From an optimization exercise on the open Yosys and OpenROAD flow, aimed at small area, a short achievable clock period and few clock cycles per item; shortcuts taken in it are not production practice.
Function was not checked in any run shown here: the RTL went through the layout flow alone.
No activity file was given, so power comes from the tool's default toggle rates.

==> flow/design.v (outline; a module is shown in full before it is edited, if it fits) <==
// module COMP_Control: 1189 lines
// module FA: 4 lines
// module FAX: 4 lines
// module XOR3: 3 lines
// module MAJ3: 3 lines
// module BOOTH: 3 lines
// module KMUX: 3 lines
// module AOI21: 3 lines
// module OAI21: 3 lines
// module NAND2: 3 lines
// module NOR2: 3 lines
// module XOR2: 3 lines
// module XNOR2: 3 lines
module COMP_Control(
    input clock,
    input rst,
    input start_trigger,
    input reset_act,
    input reset_data,
    input signed [15:0] K0,
    input signed [15:0] K1,
    input signed [15:0] K2,
    input signed [17:0] setPoint,
    input signed [17:0] data,
    output reg busy,
    output wire signed [15:0] COMP_output
    );
  // ...
==> flow/flow/run.sh <==
#!/bin/bash
# The standard layout (standard.sh: the standard flow's synthesis, floorplan, placement,
# CTS, routing) at the design's clock period and constraints, with two
# changes to how hard the resizer works:
#  - repair_timing aims for a setup slack of SETUP_MARGIN ns instead of 0,
#    so the critical paths get sized and buffered although the 12 ns clock
#    would already be met;
#  - the port buffers are buf_2 cells rather than the resizer's pick.
set -euo pipefail
cd "$(dirname "$0")/.."
SETUP_MARGIN=$(cat flow/setup_margin.txt)
bash standard.sh "SETUP_SLACK_MARGIN=$SETUP_MARGIN" \
  "BUFFER_PORTS_ARGS=-buffer_cell sky130_fd_sc_hd__buf_2" finish > standard_make.log 2>&1
==> flow/flow/setup_margin.txt <==
6.0
==> flow/standard.sh <==
#!/bin/bash
# synth_recipe.tcl (not shown) runs the flow's synth.tcl, then flattens the netlist and writes it again
# the make line also repeats each setting of config.mk as NAME=value (left out here)
make -C /OpenROAD-flow-scripts/flow DESIGN_CONFIG=/design/flow/config.mk WORK_HOME=/design/flow/orfs CLKGATE_MAP_FILE= SYNTH_SCRIPT=/design/flow/synth_recipe.tcl "${@:-finish}"
==> flow/config.mk <==
export PLATFORM = sky130hd
export DESIGN_NAME = COMP_Control
export DESIGN_NICKNAME = COMP_Control
export VERILOG_FILES = /design/flow/design.v
export SDC_FILE = /design/flow/constraint.sdc
export NUM_CORES = 4
export LEC_CHECK = 0
export CAP_MARGIN = 20
export CORE_MARGIN = 2
export CORE_UTILIZATION = 40
export SLEW_MARGIN = 20
export SYNTH_HIERARCHICAL = 1
export SYNTH_MINIMUM_KEEP_SIZE = 0
==> flow/constraint.sdc <==
create_clock -name core_clock -period 12.0 [get_ports {clock}]
set_input_delay 2.4000 -clock core_clock [delete_from_list [all_inputs] [get_ports {clock}]]
set_output_delay 2.4000 -clock core_clock [all_outputs]
set_load 0.01 [all_outputs]
==> notes.md, run 1 <==
Yosys:
- The number of register bits inferred by synthesis is 152.
- The synthesized design contains 0 enable-type register cells.
- By area, the combinational part of the netlist is dominated by adder cells.
- Synthesis instantiated 55 different standard cells from the library.
- Summing the areas of all compound-gate instances in the mapped netlist gives a little under a quarter of the synthesized area.

Layout:
- By area, multi-input gates come first.
- At the end of the flow, the number of nets in the layout was roughly 2.3k.
- Sequential cells placed in the final layout were counted as approximately 150.

Global routing:
- The number of global-route vias before repair is 14.0k.
- The first global-routing pass estimated roughly 77000 um of wire.
- The total congestion overflow after global routing is 0.
- In this run the most used layer during global routing was met2.

STA:
- The number of pins with negative max-slew slack in the final report was 0.
- The worst-case clock skew is ~0.015 ns.

Clock tree:
- The clock transition at the register clock pins on the worst setup and hold paths after CTS is ~0.060 ns.
- The post-CTS setup buffer count is 0.

Floorplan:
- Once the floorplan was initialized, standard cells occupied 40.7% of the core.
- The total area inside the core boundary comes to between 40000 and 50000 um^2.
- The die covers around 45000 um^2.
- The die is 211 um tall.

Setup path:
- Walking the worst path, the cells encountered are buf_4 > xnor2_1 > inv_1 > xnor2_1 > fa_1 > fa_1 > fa_1 > fa_1 > fa_1 > nand2_1 > a21oi_1.
- The destination of the critical timing path is C[19].
- The critical path data required time is roughly 12 ns.

Power:
- Sequential cells burn 27.5% of the power.
- The share of total power in the clock network is 23.4%.
- The share of total power consumed by net switching is around 40%.

Outcome:
- The flow ran to the end and the layout has no timing, DRC or antenna violations.
==> run 2, diff against run 1 <==
--- a/flow/design.v
+++ b/flow/design.v
@@ -7,127 +7,128 @@
     input signed [15:0] K0,
     input signed [15:0] K1,
     input signed [15:0] K2,
     input signed [17:0] setPoint,
     input signed [17:0] data,
     output reg busy,
     output wire signed [15:0] COMP_output
     );
-    reg [18:0] e0, e1, e2;
+    reg [18:0] e0, e1;
     reg [47:0] S, C;
     reg [15:0] Kr;
     reg sB, sC;    
     wire load = start_trigger & ~busy & ~reset_act & ~rst;
     wire clr_all = rst | (reset_act & reset_data);
     wire [18:0] diff = {setPoint[17], setPoint} - {data[17], data};
-    wire [15:0] KmA, KmB;
-    KMUX umA (.busy(busy), .kr(Kr), .k2(K2), .y(KmA));
-    KMUX umB (.busy(busy), .kr(Kr), .k2(K2), .y(KmB));
+    wire [15:0] Km;
+    KMUX umA (.busy(busy), .kr(Kr), .k2(K2), .y(Km));
     wire acc_en = load | busy;
+    wire [15:0] KmB;    
+    KMUX umB (.busy(busy), .kr(Kr), .k2(K2), .y(KmB));
     wire d0_one = e1[0] ^ 1'b0;
     wire d0_two = (e1[1] & ~e1[0] & ~1'b0) | (~e1[1] & e1[0] & 1'b0);
     wire d0_neg = (e1[1] & ~(e1[0] & 1'b0)) ^ sB;
-    wire d0_pp0 = (d0_one & KmA[0]) ^ d0_neg;
-    wire d0_pp1; BOOTH ud0_pp1 (.one(d0_one), .two(d0_two), .neg(d0_neg), .k1(KmA[1]), .k0(KmA[0]), .y(d0_pp1));
-    wire d0_pp2; BOOTH ud0_pp2 (.one(d0_one), .two(d0_two), .neg(d0_neg), .k1(KmA[2]), .k0(KmA[1]), .y(d0_pp2));
-    wire d0_pp3; BOOTH ud0_pp3 (.one(d0_one), .two(d0_two), .neg(d0_neg), .k1(KmA[3]), .k0(KmA[2]), .y(d0_pp3));
-    wire d0_pp4; BOOTH ud0_pp4 (.one(d0_one), .two(d0_two), .neg(d0_neg), .k1(KmA[4]), .k0(KmA[3]), .y(d0_pp4));
-    wire d0_pp5; BOOTH ud0_pp5 (.one(d0_one), .two(d0_two), .neg(d0_neg), .k1(KmA[5]), .k0(KmA[4]), .y(d0_pp5));
-    wire d0_pp6; BOOTH ud0_pp6 (.one(d0_one), .two(d0_two), .neg(d0_neg), .k1(KmA[6]), .k0(KmA[5]), .y(d0_pp6));
-    wire d0_pp7; BOOTH ud0_pp7 (.one(d0_one), .two(d0_two), .neg(d0_neg), .k1(KmA[7]), .k0(KmA[6]), .y(d0_pp7));
-    wire d0_pp8; BOOTH ud0_pp8 (.one(d0_one), .two(d0_two), .neg(d0_neg), .k1(KmA[8]), .k0(KmA[7]), .y(d0_pp8));
-    wire d0_pp9; BOOTH ud0_pp9 (.one(d0_one), .two(d0_two), .neg(d0_neg), .k1(KmA[9]), .k0(KmA[8]), .y(d0_pp9));
-    wire d0_pp10; BOOTH ud0_pp10 (.one(d0_one), .two(d0_two), .neg(d0_neg), .k1(KmA[10]), .k0(KmA[9]), .y(d0_pp10));
-    wire d0_pp11; BOOTH ud0_pp11 (.one(d0_one), .two(d0_two), .neg(d0_neg), .k1(KmA[11]), .k0(KmA[10]), .y(d0_pp11));
-    wire d0_pp12; BOOTH ud0_pp12 (.one(d0_one), .two(d0_two), .neg(d0_neg), .k1(KmA[12]), .k0(KmA[11]), .y(d0_pp12));
-    wire d0_pp13; BOOTH ud0_pp13 (.one(d0_one), .two(d0_two), .neg(d0_neg), .k1(KmA[13]), .k0(KmA[12]), .y(d0_pp13));
-    wire d0_pp14; BOOTH ud0_pp14 (.one(d0_one), .two(d0_two), .neg(d0_neg), .k1(KmA[14]), .k0(KmA[13]), .y(d0_pp14));
-    wire d0_pp15; BOOTH ud0_pp15 (.one(d0_one), .two(d0_two), .neg(d0_neg), .k1(KmA[15]), .k0(KmA[14]), .y(d0_pp15));
-    wire d0_pp16 = (d0_two & KmA[15]) ^ d0_neg;
+    wire d0_pp0 = (d0_one & Km[0]) ^ d0_neg;
+    wire d0_pp1; BOOTH ud0_pp1 (.one(d0_one), .two(d0_two), .neg(d0_neg), .k1(Km[1]), .k0(Km[0]), .y(d0_pp1));
+    wire d0_pp2; BOOTH ud0_pp2 (.one(d0_one), .two(d0_two), .neg(d0_neg), .k1(Km[2]), .k0(Km[1]), .y(d0_pp2));
+    wire d0_pp3; BOOTH ud0_pp3 (.one(d0_one), .two(d0_two), .neg(d0_neg), .k1(Km[3]), .k0(Km[2]), .y(d0_pp3));
+    wire d0_pp4; BOOTH ud0_pp4 (.one(d0_one), .two(d0_two), .neg(d0_neg), .k1(Km[4]), .k0(Km[3]), .y(d0_pp4));
+    wire d0_pp5; BOOTH ud0_pp5 (.one(d0_one), .two(d0_two), .neg(d0_neg), .k1(Km[5]), .k0(Km[4]), .y(d0_pp5));
+    wire d0_pp6; BOOTH ud0_pp6 (.one(d0_one), .two(d0_two), .neg(d0_neg), .k1(Km[6]), .k0(Km[5]), .y(d0_pp6));
+    wire d0_pp7; BOOTH ud0_pp7 (.one(d0_one), .two(d0_two), .neg(d0_neg), .k1(Km[7]), .k0(Km[6]), .y(d0_pp7));
+    wire d0_pp8; BOOTH ud0_pp8 (.one(d0_one), .two(d0_two), .neg(d0_neg), .k1(Km[8]), .k0(Km[7]), .y(d0_pp8));
+    wire d0_pp9; BOOTH ud0_pp9 (.one(d0_one), .two(d0_two), .neg(d0_neg), .k1(Km[9]), .k0(Km[8]), .y(d0_pp9));
+    wire d0_pp10; BOOTH ud0_pp10 (.one(d0_one), .two(d0_two), .neg(d0_neg), .k1(Km[10]), .k0(Km[9]), .y(d0_pp10));
+    wire d0_pp11; BOOTH ud0_pp11 (.one(d0_one), .two(d0_two), .neg(d0_neg), .k1(Km[11]), .k0(Km[10]), .y(d0_pp11));
+    wire d0_pp12; BOOTH ud0_pp12 (.one(d0_one), .two(d0_two), .neg(d0_neg), .k1(Km[12]), .k0(Km[11]), .y(d0_pp12));
+    wire d0_pp13; BOOTH ud0_pp13 (.one(d0_one), .two(d0_two), .neg(d0_neg), .k1(Km[13]), .k0(Km[12]), .y(d0_pp13));
+    wire d0_pp14; BOOTH ud0_pp14 (.one(d0_one), .two(d0_two), .neg(d0_neg), .k1(Km[14]), .k0(Km[13]), .y(d0_pp14));
+    wire d0_pp15; BOOTH ud0_pp15 (.one(d0_one), .two(d0_two), .neg(d0_neg), .k1(Km[15]), .k0(Km[14]), .y(d0_pp15));
+    wire d0_pp16 = (d0_two & Km[15]) ^ d0_neg;
     wire d1_one = e1[2] ^ e1[1];
     wire d1_two = (e1[3] & ~e1[2] & ~e1[1]) | (~e1[3] & e1[2] & e1[1]);
     wire d1_neg = (e1[3] & ~(e1[2] & e1[1])) ^ sB;
-    wire d1_pp0 = (d1_one & KmA[0]) ^ d1_neg;
-    wire d1_pp1; BOOTH ud1_pp1 (.one(d1_one), .two(d1_two), .neg(d1_neg), .k1(KmA[1]), .k0(KmA[0]), .y(d1_pp1));
-    wire d1_pp2; BOOTH ud1_pp2 (.one(d1_one), .two(d1_two), .neg(d1_neg), .k1(KmA[2]), .k0(KmA[1]), .y(d1_pp2));
-    wire d1_pp3; BOOTH ud1_pp3 (.one(d1_one), .two(d1_two), .neg(d1_neg), .k1(KmA[3]), .k0(KmA[2]), .y(d1_pp3));
-    wire d1_pp4; BOOTH ud1_pp4 (.one(d1_one), .two(d1_two), .neg(d1_neg), .k1(KmA[4]), .k0(KmA[3]), .y(d1_pp4));
-    wire d1_pp5; BOOTH ud1_pp5 (.one(d1_one), .two(d1_two), .neg(d1_neg), .k1(KmA[5]), .k0(KmA[4]), .y(d1_pp5));
-    wire d1_pp6; BOOTH ud1_pp6 (.one(d1_one), .two(d1_two), .neg(d1_neg), .k1(KmA[6]), .k0(KmA[5]), .y(d1_pp6));
-    wire d1_pp7; BOOTH ud1_pp7 (.one(d1_one), .two(d1_two), .neg(d1_neg), .k1(KmA[7]), .k0(KmA[6]), .y(d1_pp7));
-    wire d1_pp8; BOOTH ud1_pp8 (.one(d1_one), .two(d1_two), .neg(d1_neg), .k1(KmA[8]), .k0(KmA[7]), .y(d1_pp8));
-    wire d1_pp9; BOOTH ud1_pp9 (.one(d1_one), .two(d1_two), .neg(d1_neg), .k1(KmA[9]), .k0(KmA[8]), .y(d1_pp9));
-    wire d1_pp10; BOOTH ud1_pp10 (.one(d1_one), .two(d1_two), .neg(d1_neg), .k1(KmA[10]), .k0(KmA[9]), .y(d1_pp10));
-    wire d1_pp11; BOOTH ud1_pp11 (.one(d1_one), .two(d1_two), .neg(d1_neg), .k1(KmA[11]), .k0(KmA[10]), .y(d1_pp11));
-    wire d1_pp12; BOOTH ud1_pp12 (.one(d1_one), .two(d1_two), .neg(d1_neg), .k1(KmA[12]), .k0(KmA[11]), .y(d1_pp12));
-    wire d1_pp13; BOOTH ud1_pp13 (.one(d1_one), .two(d1_two), .neg(d1_neg), .k1(KmA[13]), .k0(KmA[12]), .y(d1_pp13));
-    wire d1_pp14; BOOTH ud1_pp14 (.one(d1_one), .two(d1_two), .neg(d1_neg), .k1(KmA[14]), .k0(KmA[13]), .y(d1_pp14));
-    wire d1_pp15; BOOTH ud1_pp15 (.one(d1_one), .two(d1_two), .neg(d1_neg), .k1(KmA[15]), .k0(KmA[14]), .y(d1_pp15));
-    wire d1_pp16 = (d1_two & KmA[15]) ^ d1_neg;
+    wire d1_pp0 = (d1_one & Km[0]) ^ d1_neg;
+    wire d1_pp1; BOOTH ud1_pp1 (.one(d1_one), .two(d1_two), .neg(d1_neg), .k1(Km[1]), .k0(Km[0]), .y(d1_pp1));
+    wire d1_pp2; BOOTH ud1_pp2 (.one(d1_one), .two(d1_two), .neg(d1_neg), .k1(Km[2]), .k0(Km[1]), .y(d1_pp2));
+    wire d1_pp3; BOOTH ud1_pp3 (.one(d1_one), .two(d1_two), .neg(d1_neg), .k1(Km[3]), .k0(Km[2]), .y(d1_pp3));
+    wire d1_pp4; BOOTH ud1_pp4 (.one(d1_one), .two(d1_two), .neg(d1_neg), .k1(Km[4]), .k0(Km[3]), .y(d1_pp4));
+    wire d1_pp5; BOOTH ud1_pp5 (.one(d1_one), .two(d1_two), .neg(d1_neg), .k1(Km[5]), .k0(Km[4]), .y(d1_pp5));
+    wire d1_pp6; BOOTH ud1_pp6 (.one(d1_one), .two(d1_two), .neg(d1_neg), .k1(Km[6]), .k0(Km[5]), .y(d1_pp6));
+    wire d1_pp7; BOOTH ud1_pp7 (.one(d1_one), .two(d1_two), .neg(d1_neg), .k1(Km[7]), .k0(Km[6]), .y(d1_pp7));
+    wire d1_pp8; BOOTH ud1_pp8 (.one(d1_one), .two(d1_two), .neg(d1_neg), .k1(Km[8]), .k0(Km[7]), .y(d1_pp8));
+    wire d1_pp9; BOOTH ud1_pp9 (.one(d1_one), .two(d1_two), .neg(d1_neg), .k1(Km[9]), .k0(Km[8]), .y(d1_pp9));
+    wire d1_pp10; BOOTH ud1_pp10 (.one(d1_one), .two(d1_two), .neg(d1_neg), .k1(Km[10]), .k0(Km[9]), .y(d1_pp10));
+    wire d1_pp11; BOOTH ud1_pp11 (.one(d1_one), .two(d1_two), .neg(d1_neg), .k1(Km[11]), .k0(Km[10]), .y(d1_pp11));
+    wire d1_pp12; BOOTH ud1_pp12 (.one(d1_one), .two(d1_two), .neg(d1_neg), .k1(Km[12]), .k0(Km[11]), .y(d1_pp12));
+    wire d1_pp13; BOOTH ud1_pp13 (.one(d1_one), .two(d1_two), .neg(d1_neg), .k1(Km[13]), .k0(Km[12]), .y(d1_pp13));
+    wire d1_pp14; BOOTH ud1_pp14 (.one(d1_one), .two(d1_two), .neg(d1_neg), .k1(Km[14]), .k0(Km[13]), .y(d1_pp14));
+    wire d1_pp15; BOOTH ud1_pp15 (.one(d1_one), .two(d1_two), .neg(d1_neg), .k1(Km[15]), .k0(Km[14]), .y(d1_pp15));
+    wire d1_pp16 = (d1_two & Km[15]) ^ d1_neg;
     wire d2_one = e1[4] ^ e1[3];
     wire d2_two = (e1[5] & ~e1[4] & ~e1[3]) | (~e1[5] & e1[4] & e1[3]);
     wire d2_neg = (e1[5] & ~(e1[4] & e1[3])) ^ sB;
-    wire d2_pp0 = (d2_one & KmA[0]) ^ d2_neg;
-    wire d2_pp1; BOOTH ud2_pp1 (.one(d2_one), .two(d2_two), .neg(d2_neg), .k1(KmA[1]), .k0(KmA[0]), .y(d2_pp1));
-    wire d2_pp2; BOOTH ud2_pp2 (.one(d2_one), .two(d2_two), .neg(d2_neg), .k1(KmA[2]), .k0(KmA[1]), .y(d2_pp2));
-    wire d2_pp3; BOOTH ud2_pp3 (.one(d2_one), .two(d2_two), .neg(d2_neg), .k1(KmA[3]), .k0(KmA[2]), .y(d2_pp3));
-    wire d2_pp4; BOOTH ud2_pp4 (.one(d2_one), .two(d2_two), .neg(d2_neg), .k1(KmA[4]), .k0(KmA[3]), .y(d2_pp4));
-    wire d2_pp5; BOOTH ud2_pp5 (.one(d2_one), .two(d2_two), .neg(d2_neg), .k1(KmA[5]), .k0(KmA[4]), .y(d2_pp5));
-    wire d2_pp6; BOOTH ud2_pp6 (.one(d2_one), .two(d2_two), .neg(d2_neg), .k1(KmA[6]), .k0(KmA[5]), .y(d2_pp6));
-    wire d2_pp7; BOOTH ud2_pp7 (.one(d2_one), .two(d2_two), .neg(d2_neg), .k1(KmA[7]), .k0(KmA[6]), .y(d2_pp7));
-    wire d2_pp8; BOOTH ud2_pp8 (.one(d2_one), .two(d2_two), .neg(d2_neg), .k1(KmA[8]), .k0(KmA[7]), .y(d2_pp8));
-    wire d2_pp9; BOOTH ud2_pp9 (.one(d2_one), .two(d2_two), .neg(d2_neg), .k1(KmA[9]), .k0(KmA[8]), .y(d2_pp9));
-    wire d2_pp10; BOOTH ud2_pp10 (.one(d2_one), .two(d2_two), .neg(d2_neg), .k1(KmA[10]), .k0(KmA[9]), .y(d2_pp10));
-    wire d2_pp11; BOOTH ud2_pp11 (.one(d2_one), .two(d2_two), .neg(d2_neg), .k1(KmA[11]), .k0(KmA[10]), .y(d2_pp11));
-    wire d2_pp12; BOOTH ud2_pp12 (.one(d2_one), .two(d2_two), .neg(d2_neg), .k1(KmA[12]), .k0(KmA[11]), .y(d2_pp12));
-    wire d2_pp13; BOOTH ud2_pp13 (.one(d2_one), .two(d2_two), .neg(d2_neg), .k1(KmA[13]), .k0(KmA[12]), .y(d2_pp13));
-    wire d2_pp14; BOOTH ud2_pp14 (.one(d2_one), .two(d2_two), .neg(d2_neg), .k1(KmA[14]), .k0(KmA[13]), .y(d2_pp14));
-    wire d2_pp15; BOOTH ud2_pp15 (.one(d2_one), .two(d2_two), .neg(d2_neg), .k1(KmA[15]), .k0(KmA[14]), .y(d2_pp15));
-    wire d2_pp16 = (d2_two & KmA[15]) ^ d2_neg;
+    wire d2_pp0 = (d2_one & Km[0]) ^ d2_neg;
+    wire d2_pp1; BOOTH ud2_pp1 (.one(d2_one), .two(d2_two), .neg(d2_neg), .k1(Km[1]), .k0(Km[0]), .y(d2_pp1));
+    wire d2_pp2; BOOTH ud2_pp2 (.one(d2_one), .two(d2_two), .neg(d2_neg), .k1(Km[2]), .k0(Km[1]), .y(d2_pp2));
+    wire d2_pp3; BOOTH ud2_pp3 (.one(d2_one), .two(d2_two), .neg(d2_neg), .k1(Km[3]), .k0(Km[2]), .y(d2_pp3));
+    wire d2_pp4; BOOTH ud2_pp4 (.one(d2_one), .two(d2_two), .neg(d2_neg), .k1(Km[4]), .k0(Km[3]), .y(d2_pp4));
+    wire d2_pp5; BOOTH ud2_pp5 (.one(d2_one), .two(d2_two), .neg(d2_neg), .k1(Km[5]), .k0(Km[4]), .y(d2_pp5));
+    wire d2_pp6; BOOTH ud2_pp6 (.one(d2_one), .two(d2_two), .neg(d2_neg), .k1(Km[6]), .k0(Km[5]), .y(d2_pp6));
+    wire d2_pp7; BOOTH ud2_pp7 (.one(d2_one), .two(d2_two), .neg(d2_neg), .k1(Km[7]), .k0(Km[6]), .y(d2_pp7));
+    wire d2_pp8; BOOTH ud2_pp8 (.one(d2_one), .two(d2_two), .neg(d2_neg), .k1(Km[8]), .k0(Km[7]), .y(d2_pp8));
+    wire d2_pp9; BOOTH ud2_pp9 (.one(d2_one), .two(d2_two), .neg(d2_neg), .k1(Km[9]), .k0(Km[8]), .y(d2_pp9));
+    wire d2_pp10; BOOTH ud2_pp10 (.one(d2_one), .two(d2_two), .neg(d2_neg), .k1(Km[10]), .k0(Km[9]), .y(d2_pp10));
+    wire d2_pp11; BOOTH ud2_pp11 (.one(d2_one), .two(d2_two), .neg(d2_neg), .k1(Km[11]), .k0(Km[10]), .y(d2_pp11));
+    wire d2_pp12; BOOTH ud2_pp12 (.one(d2_one), .two(d2_two), .neg(d2_neg), .k1(Km[12]), .k0(Km[11]), .y(d2_pp12));
+    wire d2_pp13; BOOTH ud2_pp13 (.one(d2_one), .two(d2_two), .neg(d2_neg), .k1(Km[13]), .k0(Km[12]), .y(d2_pp13));
+    wire d2_pp14; BOOTH ud2_pp14 (.one(d2_one), .two(d2_two), .neg(d2_neg), .k1(Km[14]), .k0(Km[13]), .y(d2_pp14));
+    wire d2_pp15; BOOTH ud2_pp15 (.one(d2_one), .two(d2_two), .neg(d2_neg), .k1(Km[15]), .k0(Km[14]), .y(d2_pp15));
+    wire d2_pp16 = (d2_two & Km[15]) ^ d2_neg;
     wire d3_one = e1[6] ^ e1[5];
     wire d3_two = (e1[7] & ~e1[6] & ~e1[5]) | (~e1[7] & e1[6] & e1[5]);
     wire d3_neg = (e1[7] & ~(e1[6] & e1[5])) ^ sB;
-    wire d3_pp0 = (d3_one & KmA[0]) ^ d3_neg;
-    wire d3_pp1; BOOTH ud3_pp1 (.one(d3_one), .two(d3_two), .neg(d3_neg), .k1(KmA[1]), .k0(KmA[0]), .y(d3_pp1));
-    wire d3_pp2; BOOTH ud3_pp2 (.one(d3_one), .two(d3_two), .neg(d3_neg), .k1(KmA[2]), .k0(KmA[1]), .y(d3_pp2));
-    wire d3_pp3; BOOTH ud3_pp3 (.one(d3_one), .two(d3_two), .neg(d3_neg), .k1(KmA[3]), .k0(KmA[2]), .y(d3_pp3));
-    wire d3_pp4; BOOTH ud3_pp4 (.one(d3_one), .two(d3_two), .neg(d3_neg), .k1(KmA[4]), .k0(KmA[3]), .y(d3_pp4));
-    wire d3_pp5; BOOTH ud3_pp5 (.one(d3_one), .two(d3_two), .neg(d3_neg), .k1(KmA[5]), .k0(KmA[4]), .y(d3_pp5));
-    wire d3_pp6; BOOTH ud3_pp6 (.one(d3_one), .two(d3_two), .neg(d3_neg), .k1(KmA[6]), .k0(KmA[5]), .y(d3_pp6));
-    wire d3_pp7; BOOTH ud3_pp7 (.one(d3_one), .two(d3_two), .neg(d3_neg), .k1(KmA[7]), .k0(KmA[6]), .y(d3_pp7));
-    wire d3_pp8; BOOTH ud3_pp8 (.one(d3_one), .two(d3_two), .neg(d3_neg), .k1(KmA[8]), .k0(KmA[7]), .y(d3_pp8));
-    wire d3_pp9; BOOTH ud3_pp9 (.one(d3_one), .two(d3_two), .neg(d3_neg), .k1(KmA[9]), .k0(KmA[8]), .y(d3_pp9));
-    wire d3_pp10; BOOTH ud3_pp10 (.one(d3_one), .two(d3_two), .neg(d3_neg), .k1(KmA[10]), .k0(KmA[9]), .y(d3_pp10));
-    wire d3_pp11; BOOTH ud3_pp11 (.one(d3_one), .two(d3_two), .neg(d3_neg), .k1(KmA[11]), .k0(KmA[10]), .y(d3_pp11));
-    wire d3_pp12; BOOTH ud3_pp12 (.one(d3_one), .two(d3_two), .neg(d3_neg), .k1(KmA[12]), .k0(KmA[11]), .y(d3_pp12));
-    wire d3_pp13; BOOTH ud3_pp13 (.one(d3_one), .two(d3_two), .neg(d3_neg), .k1(KmA[13]), .k0(KmA[12]), .y(d3_pp13));
-    wire d3_pp14; BOOTH ud3_pp14 (.one(d3_one), .two(d3_two), .neg(d3_neg), .k1(KmA[14]), .k0(KmA[13]), .y(d3_pp14));
-    wire d3_pp15; BOOTH ud3_pp15 (.one(d3_one), .two(d3_two), .neg(d3_neg), .k1(KmA[15]), .k0(KmA[14]), .y(d3_pp15));
-    wire d3_pp16 = (d3_two & KmA[15]) ^ d3_neg;
+    wire d3_pp0 = (d3_one & Km[0]) ^ d3_neg;
+    wire d3_pp1; BOOTH ud3_pp1 (.one(d3_one), .two(d3_two), .neg(d3_neg), .k1(Km[1]), .k0(Km[0]), .y(d3_pp1));
+    wire d3_pp2; BOOTH ud3_pp2 (.one(d3_one), .two(d3_two), .neg(d3_neg), .k1(Km[2]), .k0(Km[1]), .y(d3_pp2));
+    wire d3_pp3; BOOTH ud3_pp3 (.one(d3_one), .two(d3_two), .neg(d3_neg), .k1(Km[3]), .k0(Km[2]), .y(d3_pp3));
+    wire d3_pp4; BOOTH ud3_pp4 (.one(d3_one), .two(d3_two), .neg(d3_neg), .k1(Km[4]), .k0(Km[3]), .y(d3_pp4));
+    wire d3_pp5; BOOTH ud3_pp5 (.one(d3_one), .two(d3_two), .neg(d3_neg), .k1(Km[5]), .k0(Km[4]), .y(d3_pp5));
+    wire d3_pp6; BOOTH ud3_pp6 (.one(d3_one), .two(d3_two), .neg(d3_neg), .k1(Km[6]), .k0(Km[5]), .y(d3_pp6));
+    wire d3_pp7; BOOTH ud3_pp7 (.one(d3_one), .two(d3_two), .neg(d3_neg), .k1(Km[7]), .k0(Km[6]), .y(d3_pp7));
+    wire d3_pp8; BOOTH ud3_pp8 (.one(d3_one), .two(d3_two), .neg(d3_neg), .k1(Km[8]), .k0(Km[7]), .y(d3_pp8));
+    wire d3_pp9; BOOTH ud3_pp9 (.one(d3_one), .two(d3_two), .neg(d3_neg), .k1(Km[9]), .k0(Km[8]), .y(d3_pp9));
+    wire d3_pp10; BOOTH ud3_pp10 (.one(d3_one), .two(d3_two), .neg(d3_neg), .k1(Km[10]), .k0(Km[9]), .y(d3_pp10));
+    wire d3_pp11; BOOTH ud3_pp11 (.one(d3_one), .two(d3_two), .neg(d3_neg), .k1(Km[11]), .k0(Km[10]), .y(d3_pp11));
+    wire d3_pp12; BOOTH ud3_pp12 (.one(d3_one), .two(d3_two), .neg(d3_neg), .k1(Km[12]), .k0(Km[11]), .y(d3_pp12));
+    wire d3_pp13; BOOTH ud3_pp13 (.one(d3_one), .two(d3_two), .neg(d3_neg), .k1(Km[13]), .k0(Km[12]), .y(d3_pp13));
+    wire d3_pp14; BOOTH ud3_pp14 (.one(d3_one), .two(d3_two), .neg(d3_neg), .k1(Km[14]), .k0(Km[13]), .y(d3_pp14));
+    wire d3_pp15; BOOTH ud3_pp15 (.one(d3_one), .two(d3_two), .neg(d3_neg), .k1(Km[15]), .k0(Km[14]), .y(d3_pp15));
+    wire d3_pp16 = (d3_two & Km[15]) ^ d3_neg;
     wire d4_one = e1[8] ^ e1[7];
     wire d4_two = (e1[9] & ~e1[8] & ~e1[7]) | (~e1[9] & e1[8] & e1[7]);
     wire d4_neg = (e1[9] & ~(e1[8] & e1[7])) ^ sB;
-    wire d4_pp0 = (d4_one & KmA[0]) ^ d4_neg;
-    wire d4_pp1; BOOTH ud4_pp1 (.one(d4_one), .two(d4_two), .neg(d4_neg), .k1(KmA[1]), .k0(KmA[0]), .y(d4_pp1));
-    wire d4_pp2; BOOTH ud4_pp2 (.one(d4_one), .two(d4_two), .neg(d4_neg), .k1(KmA[2]), .k0(KmA[1]), .y(d4_pp2));
-    wire d4_pp3; BOOTH ud4_pp3 (.one(d4_one), .two(d4_two), .neg(d4_neg), .k1(KmA[3]), .k0(KmA[2]), .y(d4_pp3));
-    wire d4_pp4; BOOTH ud4_pp4 (.one(d4_one), .two(d4_two), .neg(d4_neg), .k1(KmA[4]), .k0(KmA[3]), .y(d4_pp4));
-    wire d4_pp5; BOOTH ud4_pp5 (.one(d4_one), .two(d4_two), .neg(d4_neg), .k1(KmA[5]), .k0(KmA[4]), .y(d4_pp5));
-    wire d4_pp6; BOOTH ud4_pp6 (.one(d4_one), .two(d4_two), .neg(d4_neg), .k1(KmA[6]), .k0(KmA[5]), .y(d4_pp6));
-    wire d4_pp7; BOOTH ud4_pp7 (.one(d4_one), .two(d4_two), .neg(d4_neg), .k1(KmA[7]), .k0(KmA[6]), .y(d4_pp7));
-    wire d4_pp8; BOOTH ud4_pp8 (.one(d4_one), .two(d4_two), .neg(d4_neg), .k1(KmA[8]), .k0(KmA[7]), .y(d4_pp8));
-    wire d4_pp9; BOOTH ud4_pp9 (.one(d4_one), .two(d4_two), .neg(d4_neg), .k1(KmA[9]), .k0(KmA[8]), .y(d4_pp9));
-    wire d4_pp10; BOOTH ud4_pp10 (.one(d4_one), .two(d4_two), .neg(d4_neg), .k1(KmA[10]), .k0(KmA[9]), .y(d4_pp10));
-    wire d4_pp11; BOOTH ud4_pp11 (.one(d4_one), .two(d4_two), .neg(d4_neg), .k1(KmA[11]), .k0(KmA[10]), .y(d4_pp11));
-    wire d4_pp12; BOOTH ud4_pp12 (.one(d4_one), .two(d4_two), .neg(d4_neg), .k1(KmA[12]), .k0(KmA[11]), .y(d4_pp12));
-    wire d4_pp13; BOOTH ud4_pp13 (.one(d4_one), .two(d4_two), .neg(d4_neg), .k1(KmA[13]), .k0(KmA[12]), .y(d4_pp13));
-    wire d4_pp14; BOOTH ud4_pp14 (.one(d4_one), .two(d4_two), .neg(d4_neg), .k1(KmA[14]), .k0(KmA[13]), .y(d4_pp14));
-    wire d4_pp15; BOOTH ud4_pp15 (.one(d4_one), .two(d4_two), .neg(d4_neg), .k1(KmA[15]), .k0(KmA[14]), .y(d4_pp15));
-    wire d4_pp16 = (d4_two & KmA[15]) ^ d4_neg;
+    wire d4_pp0 = (d4_one & Km[0]) ^ d4_neg;
+    wire d4_pp1; BOOTH ud4_pp1 (.one(d4_one), .two(d4_two), .neg(d4_neg), .k1(Km[1]), .k0(Km[0]), .y(d4_pp1));
+    wire d4_pp2; BOOTH ud4_pp2 (.one(d4_one), .two(d4_two), .neg(d4_neg), .k1(Km[2]), .k0(Km[1]), .y(d4_pp2));
+    wire d4_pp3; BOOTH ud4_pp3 (.one(d4_one), .two(d4_two), .neg(d4_neg), .k1(Km[3]), .k0(Km[2]), .y(d4_pp3));
+    wire d4_pp4; BOOTH ud4_pp4 (.one(d4_one), .two(d4_two), .neg(d4_neg), .k1(Km[4]), .k0(Km[3]), .y(d4_pp4));
+    wire d4_pp5; BOOTH ud4_pp5 (.one(d4_one), .two(d4_two), .neg(d4_neg), .k1(Km[5]), .k0(Km[4]), .y(d4_pp5));
+    wire d4_pp6; BOOTH ud4_pp6 (.one(d4_one), .two(d4_two), .neg(d4_neg), .k1(Km[6]), .k0(Km[5]), .y(d4_pp6));
+    wire d4_pp7; BOOTH ud4_pp7 (.one(d4_one), .two(d4_two), .neg(d4_neg), .k1(Km[7]), .k0(Km[6]), .y(d4_pp7));
+    wire d4_pp8; BOOTH ud4_pp8 (.one(d4_one), .two(d4_two), .neg(d4_neg), .k1(Km[8]), .k0(Km[7]), .y(d4_pp8));
+    wire d4_pp9; BOOTH ud4_pp9 (.one(d4_one), .two(d4_two), .neg(d4_neg), .k1(Km[9]), .k0(Km[8]), .y(d4_pp9));
+    wire d4_pp10; BOOTH ud4_pp10 (.one(d4_one), .two(d4_two), .neg(d4_neg), .k1(Km[10]), .k0(Km[9]), .y(d4_pp10));
+    wire d4_pp11; BOOTH ud4_pp11 (.one(d4_one), .two(d4_two), .neg(d4_neg), .k1(Km[11]), .k0(Km[10]), .y(d4_pp11));
+    wire d4_pp12; BOOTH ud4_pp12 (.one(d4_one), .two(d4_two), .neg(d4_neg), .k1(Km[12]), .k0(Km[11]), .y(d4_pp12));
+    wire d4_pp13; BOOTH ud4_pp13 (.one(d4_one), .two(d4_two), .neg(d4_neg), .k1(Km[13]), .k0(Km[12]), .y(d4_pp13));
+    wire d4_pp14; BOOTH ud4_pp14 (.one(d4_one), .two(d4_two), .neg(d4_neg), .k1(Km[14]), .k0(Km[13]), .y(d4_pp14));
+    wire d4_pp15; BOOTH ud4_pp15 (.one(d4_one), .two(d4_two), .neg(d4_neg), .k1(Km[15]), .k0(Km[14]), .y(d4_pp15));
+    wire d4_pp16 = (d4_two & Km[15]) ^ d4_neg;
     wire d5_one = e1[10] ^ e1[9];
     wire d5_two = (e1[11] & ~e1[10] & ~e1[9]) | (~e1[11] & e1[10] & e1[9]);
     wire d5_neg = (e1[11] & ~(e1[10] & e1[9])) ^ sB;
     wire d5_pp0 = (d5_one & KmB[0]) ^ d5_neg;
     wire d5_pp1; BOOTH ud5_pp1 (.one(d5_one), .two(d5_two), .neg(d5_neg), .k1(KmB[1]), .k0(KmB[0]), .y(d5_pp1));
     wire d5_pp2; BOOTH ud5_pp2 (.one(d5_one), .two(d5_two), .neg(d5_neg), .k1(KmB[2]), .k0(KmB[1]), .y(d5_pp2));
     wire d5_pp3; BOOTH ud5_pp3 (.one(d5_one), .two(d5_two), .neg(d5_neg), .k1(KmB[3]), .k0(KmB[2]), .y(d5_pp3));
     wire d5_pp4; BOOTH ud5_pp4 (.one(d5_one), .two(d5_two), .neg(d5_neg), .k1(KmB[4]), .k0(KmB[3]), .y(d5_pp4));
@@ -1163,28 +1164,26 @@
             sB <= load;
             sC <= sB;
         end
         if (clr_all) begin
             S <= 48'd0;
             C <= 48'd0;
             e0 <= 19'd0;
             e1 <= 19'd0;
-            e2 <= 19'd0;
         end else begin
             if (acc_en) begin
                 S <= S_n;
                 C <= C_n;
             end
             if (reset_act) begin
                 e0 <= 19'd0;
             end else if (load) begin
                 e0 <= diff;
                 e1 <= e0;
-                e2 <= e1;
             end else if (busy) begin
                 e0 <= e1;
                 e1 <= e0;
             end
         end
     end
 endmodule
 module FA(input a, input b, input c, output s, output co);
==> flow/config.mk (replaced) <==
export PLATFORM = sky130hd
export DESIGN_NAME = COMP_Control
export DESIGN_NICKNAME = COMP_Control
export VERILOG_FILES = /design/flow/design.v
export SDC_FILE = /design/flow/constraint.sdc
export NUM_CORES = 4
export LEC_CHECK = 0
export CAP_MARGIN = 20
export CORE_MARGIN = 2
export CORE_UTILIZATION = 40
export CTS_BUF_LIST = sky130_fd_sc_hd__clkbuf_8
export SLEW_MARGIN = 20
export SYNTH_HIERARCHICAL = 1
export SYNTH_MINIMUM_KEEP_SIZE = 0
==> run 2 against run 1 <==
Critical path depth stayed put. Worst hold slack improved by 0.0023 ns. Via count increased by 0.64%. Global-route usage barely moved. Design area shrank 1.1%. Wire length fell by 1.2%. Clock power down 24%. Synthesized cell count did not move.
==> notes.md, run 2 <==
Yosys:
- After synthesis the cells add up to 17200 um^2.
- The top cell type's share of synthesized area is between 20% and 30%.
- By count the netlist is led by sky130_fd_sc_hd__nand2_1 (369), sky130_fd_sc_hd__fa_1 (211), sky130_fd_sc_hd__xnor2_1 (209).
- The number of warnings printed during yosys synthesis is 7.
- Synthesis produced roughly 1.8k cells.
- In the post-synthesis netlist, the cell with the most instances is sky130_fd_sc_hd__nand2_1.
- Sorting the synthesized cells by area gives the leading types as sky130_fd_sc_hd__fa_1 (25%), sky130_fd_sc_hd__dfxtp_1 (18%), sky130_fd_sc_hd__a22oi_2 (11%), sky130_fd_sc_hd__xnor2_1 (11%), sky130_fd_sc_hd__nand2_1 (8.1%).
- The average footprint of a synthesized cell is 9.34 um^2.
- The cell type with the largest total area after synthesis is sky130_fd_sc_hd__fa_1.
- In the synthesized netlist the dominant register cell turns out to be sky130_fd_sc_hd__dfxtp_1.
- The number of flops mapped to enable cells by yosys is 0 (unchanged).
- After synthesis, the share of flip-flops with an asynchronous set or reset is 0%.
- The number of different library cells in the post-synthesis netlist came to 55 (unchanged).
- The register area share after synthesis is between 10% and 20%.
- The number of register bits inferred by synthesis is 152 (unchanged).

Power:
- The static leakage is about 6.7 nW.
- VDD sags by at most 79.7 uV.
- In this run the power density over the cells is ~120 nW/um^2.

Placement:
- The HPWL reported at the end of detailed placement is roughly 37000 um.
- The pre-CTS worst setup slack is between 6 and 7 ns.
- Input and output buffers added on the ports amount to around 110.
- The congestion estimate from routability-driven global placement came to about 0.94.
- Once placement completed, the tool counted placed cells totaling about 2.5k.

Setup path:
- The critical path data required time came to 12.44 ns (+0.07 ns).
- The cell with the most instances on the worst path is sky130_fd_sc_hd__fa_1.
- Together, buffers and inverters on the worst path number 1.
- The cell family with the largest share of critical-path delay is adder cells.
- By startpoint and endpoint, the worst setup path is classified as input port to flop.
- The slowest stage of the critical path is the sky130_fd_sc_hd__fa_1 cell.
- The signal on the critical path passes through buf_2 > mux2_2 > a22oi_2 > xnor2_1 > fa_1 > fa_1 > fa_1 > fa_1 > fa_1 > nand2_1 > a21oi_1.
- In this run the number of cells on the critical path is 11.
- For the worst flop-to-flop path, the logic depth is 11.
- The delay of the slowest critical-path stage is between 0.5 and 0.6 ns.
- The data arrival time at the worst-slack endpoint is 5.88 ns.
- The kind of launch point of the worst setup path is an input port.
- The most critical setup path has its startpoint at K2[15].
- The slack of the worst reg-to-reg path is approximately 6.6 ns.
- The destination of the critical timing path is C[22].
- In this run the critical register-to-register path is captured at C[20].
- The worst register-to-register path begins at sB.
- STA classifies the critical path endpoint as a flop.
- The largest fanout on the critical path is 10.

Layout:
- The finished layout holds about 2.5k standard cells, fillers aside.
- The share of post-route cells with drive strength above 1 is between 20% and 30%.
- In the layout the commonest cells are sky130_fd_sc_hd__nand2_1 (368), sky130_fd_sc_hd__fa_1 (211), sky130_fd_sc_hd__xnor2_1 (209).
- The post-synthesis to final-layout area growth is 9.00%.
- The number of inserted filler cells in the final layout is slightly above 4k.
- 0 antenna diodes ended up in the layout.
- The most common cell after layout, fill and taps aside is sky130_fd_sc_hd__nand2_1.
- The largest registers in the layout are C (48), S (48).
- The number of nets in the final layout is 2301 (+0.043%).

Floorplan:
- The chip height is 211 um (unchanged).
- The area of the core is 42100 um^2 (unchanged).
- The initial core utilization came to 40.7% (unchanged).
- The I/O pin count is around 110.
- The cell row count is 75.
- The area of the die is 44600 um^2 (unchanged).
- The width of the chip is 211 um.

STA:
- The worst-case clock skew was 0.0258 ns (+0.0112 ns).
- Setup repair after global routing left no endpoint under its margin.
- The final-report hold violation count is 0.
- The worst max-slew margin expressed relative to the limit is ~27%.
- The final-layout setup total negative slack is 0 ns.
- The number of setup violations in the final report is 0.
- The number of pins with negative max-slew slack in the final report is 0 (unchanged).
- Once routing completed, OpenROAD measured the worst setup slack at 6.55 ns.
- The achievable frequency is about 0.18 GHz.
- The post-route clock period utilization is between 40% and 50%.
- The smallest hold slack is 0.452 ns.
- After layout, the minimum clock period comes to roughly 5.4 ns.
- The actual slew at the worst max-slew pin is around 1.1 ns.

Clock tree:
- CTS built an H-tree with a depth of 4.
- Once the clock tree was built, the resizer swapped 0 gates to a different size.
- Clock tree synthesis inserted a total of 17 buffers.
- The hold-fix buffer count after cts is 0.
- The buffer cell driving the clock tree root is sky130_fd_sc_hd__clkbuf_8.
- The largest buffer count on any clock path is 2.
- The CTS tree is yes.
- The later pin in the worst-skew pair is clocked with a latency of 0.50 ns.
- The post-CTS setup buffer count was 0 (unchanged).
- Counting every sink on the clock net gives between 150 and 200.
- The clock transition at the register clock pins on the worst setup and hold paths after CTS was 0.11 ns (+0.05 ns).

Routing:
- Dividing the detail-routed wire length by the instance count gives approximately 19 um.
- For this block, the initial DRC count from the detailed router was 783.
- The post-detailed-route DRC marker count is 0.
- The length of the first detailed-routing pass in iterations is 5.
- The routed design has roughly 47000 um of wire.
- The detailed router placed ~14k vias in this run.
- The via density per instance is ~5.4.
- The detail route stage leaves a number of antenna-violating nets equal to 0.

Global routing:
- The number of global-route vias before repair is 14.3k (+1.8%).
- Entering global routing, the biggest net connects 98 pins.
- The first-pass GRT wire length is 77500 um (+0.38%).
- The initial antenna violation count is 0.
- Global routing used between 20% and 30% of the available tracks across all layers.
- The total congestion overflow after global routing is 0 (unchanged).

Flow run:
- The reported max-cap violation count is 0.

Worst hold path:
- The startpoint identified for the worst hold timing path is e0[14].
- The tightest min-delay check is of the flop to flop type.

Outcome:
- The run finished with no timing, DRC or antenna violations.
run 2: cell counts after synthesis:
Identical to the previous run, type by type.
run 2: stage by stage:
step                      power, mW  util (%)  cell area, um^2
final                          2.22      44.4            18700
after global routing           2.42      44.4            18700
after CTS                      2.23      44.4            18700
after detailed placement       1.81      43.4            18300
after global placement         1.79      43.4            18300
after floorplan                1.48         -            17200
run 2: report_power, final:
group / total [mW] / internal [mW] / switching [mW]
clock network: 0.416 / 0.192 / 0.224
logic: 1.15 / 0.507 / 0.647
registers: 0.645 / 0.557 / 0.0877
run 2: per-layer routing:
| metal | up-vias | global-route usage [%] | routed length [um] |
|---|---|---|---|
| met5 | - | 0 | 0 |
| met4 | 0 | 8.04 | 1410 |
| met3 | 83 | 4.62 | 2620 |
| met2 | 366 | 37.1 | 22500 |
| met1 | 6717 | 28.7 | 20700 |
| li1 | 6436 | - | - |
run 2: worst min-delay path by stage:
stage / end / slack (ns) / cells after the start
after floorplan: e1[6] / 0.43 / 2
after global placement: e1[6] / 0.43 / 2
after detailed placement: e1[12] / 0.44 / 2
after CTS: e1[14] / 0.45 / 2
after global routing: e1[11] / 0.48 / 2
final: e1[14] / 0.45 / 2
run 2: cells by family after synthesis:
kind of cell	Yosys count	synth area share (%)
compound gates	488	22.7
xor+xnor	226	11.5
fa+ha+maj	262	28.3
buf+inv	115	3.32
flops	152	17.7
mux	54	3.94
other cells	2	0.0438
simple gates	538	12.4
run 2: cell type report:
class                      count  area [um^2]  area share [%]
clock buffer                  18          248            1.32
clock inverter                14          148           0.789
inverter                      61          229            1.22
multi-input combinational   1590        13700            73.1
sequential                   152         3040            16.3
tap                          539          674            3.60
timing repair buffer         128          698            3.73
run 2: tightest hold or removal path: stages, from the launching register on:
cell	delay, ns
sky130_fd_sc_hd__dfxtp_1	0.32
sky130_fd_sc_hd__nand2_1	0.05
sky130_fd_sc_hd__a21oi_1	0.05
run 2: per-module statistics from Yosys (local to each module, per instance):
module / copies in the design / area, um^2 / flops+latches
NAND2: 92 / 3.75 / 0
KMUX: 2 / 249 / 0
BOOTH: 150 / 21.3 / 0
OAI21: 79 / 5.00 / 0
NOR2: 107 / 3.75 / 0
COMP_Control: 1 / 7650 / 152
FA: 210 / 20.0 / 0
AOI21: 55 / 8.76 / 0

## re-timing with driven ports
No port has a modelled driver above. Below, the same layouts with a new extraction and two added sets of constraints.
Step 1 (the two cells are an assumption about what drives the block):
set clk [get_ports {clock}]
set_driving_cell -lib_cell sky130_fd_sc_hd__clkbuf_16 $clk
set_driving_cell -lib_cell sky130_fd_sc_hd__buf_2 [delete_from_list [all_inputs] $clk]
Step 2 adds t to the input delays and takes it off the output delays; t is the mean of the earliest and latest rising clock arrival at the registers after step 1. Input paths then give back, and output paths get back, about the clock's delay inside the block.
Three values: ideal, step 1, step 2; two values: the first two.
| run | t (ns) | slack for setup (ns) | worst slew at a driven data input, ns | pins driven straight from the clock port |
|---|---|---|---|---|
| run 1 | 0.494 | 6.488 / 6.488 / 6.041 | 0.05 | 1 |
| run 2 | 0.536 | 6.552 / 6.563 / 6.033 | 0.05 | 1 |
After both steps every run listed still meets setup and hold. For run 2, which loses most, drivers alone change the setup slack by +0.011 ns; drivers and shift together by -0.519 ns.
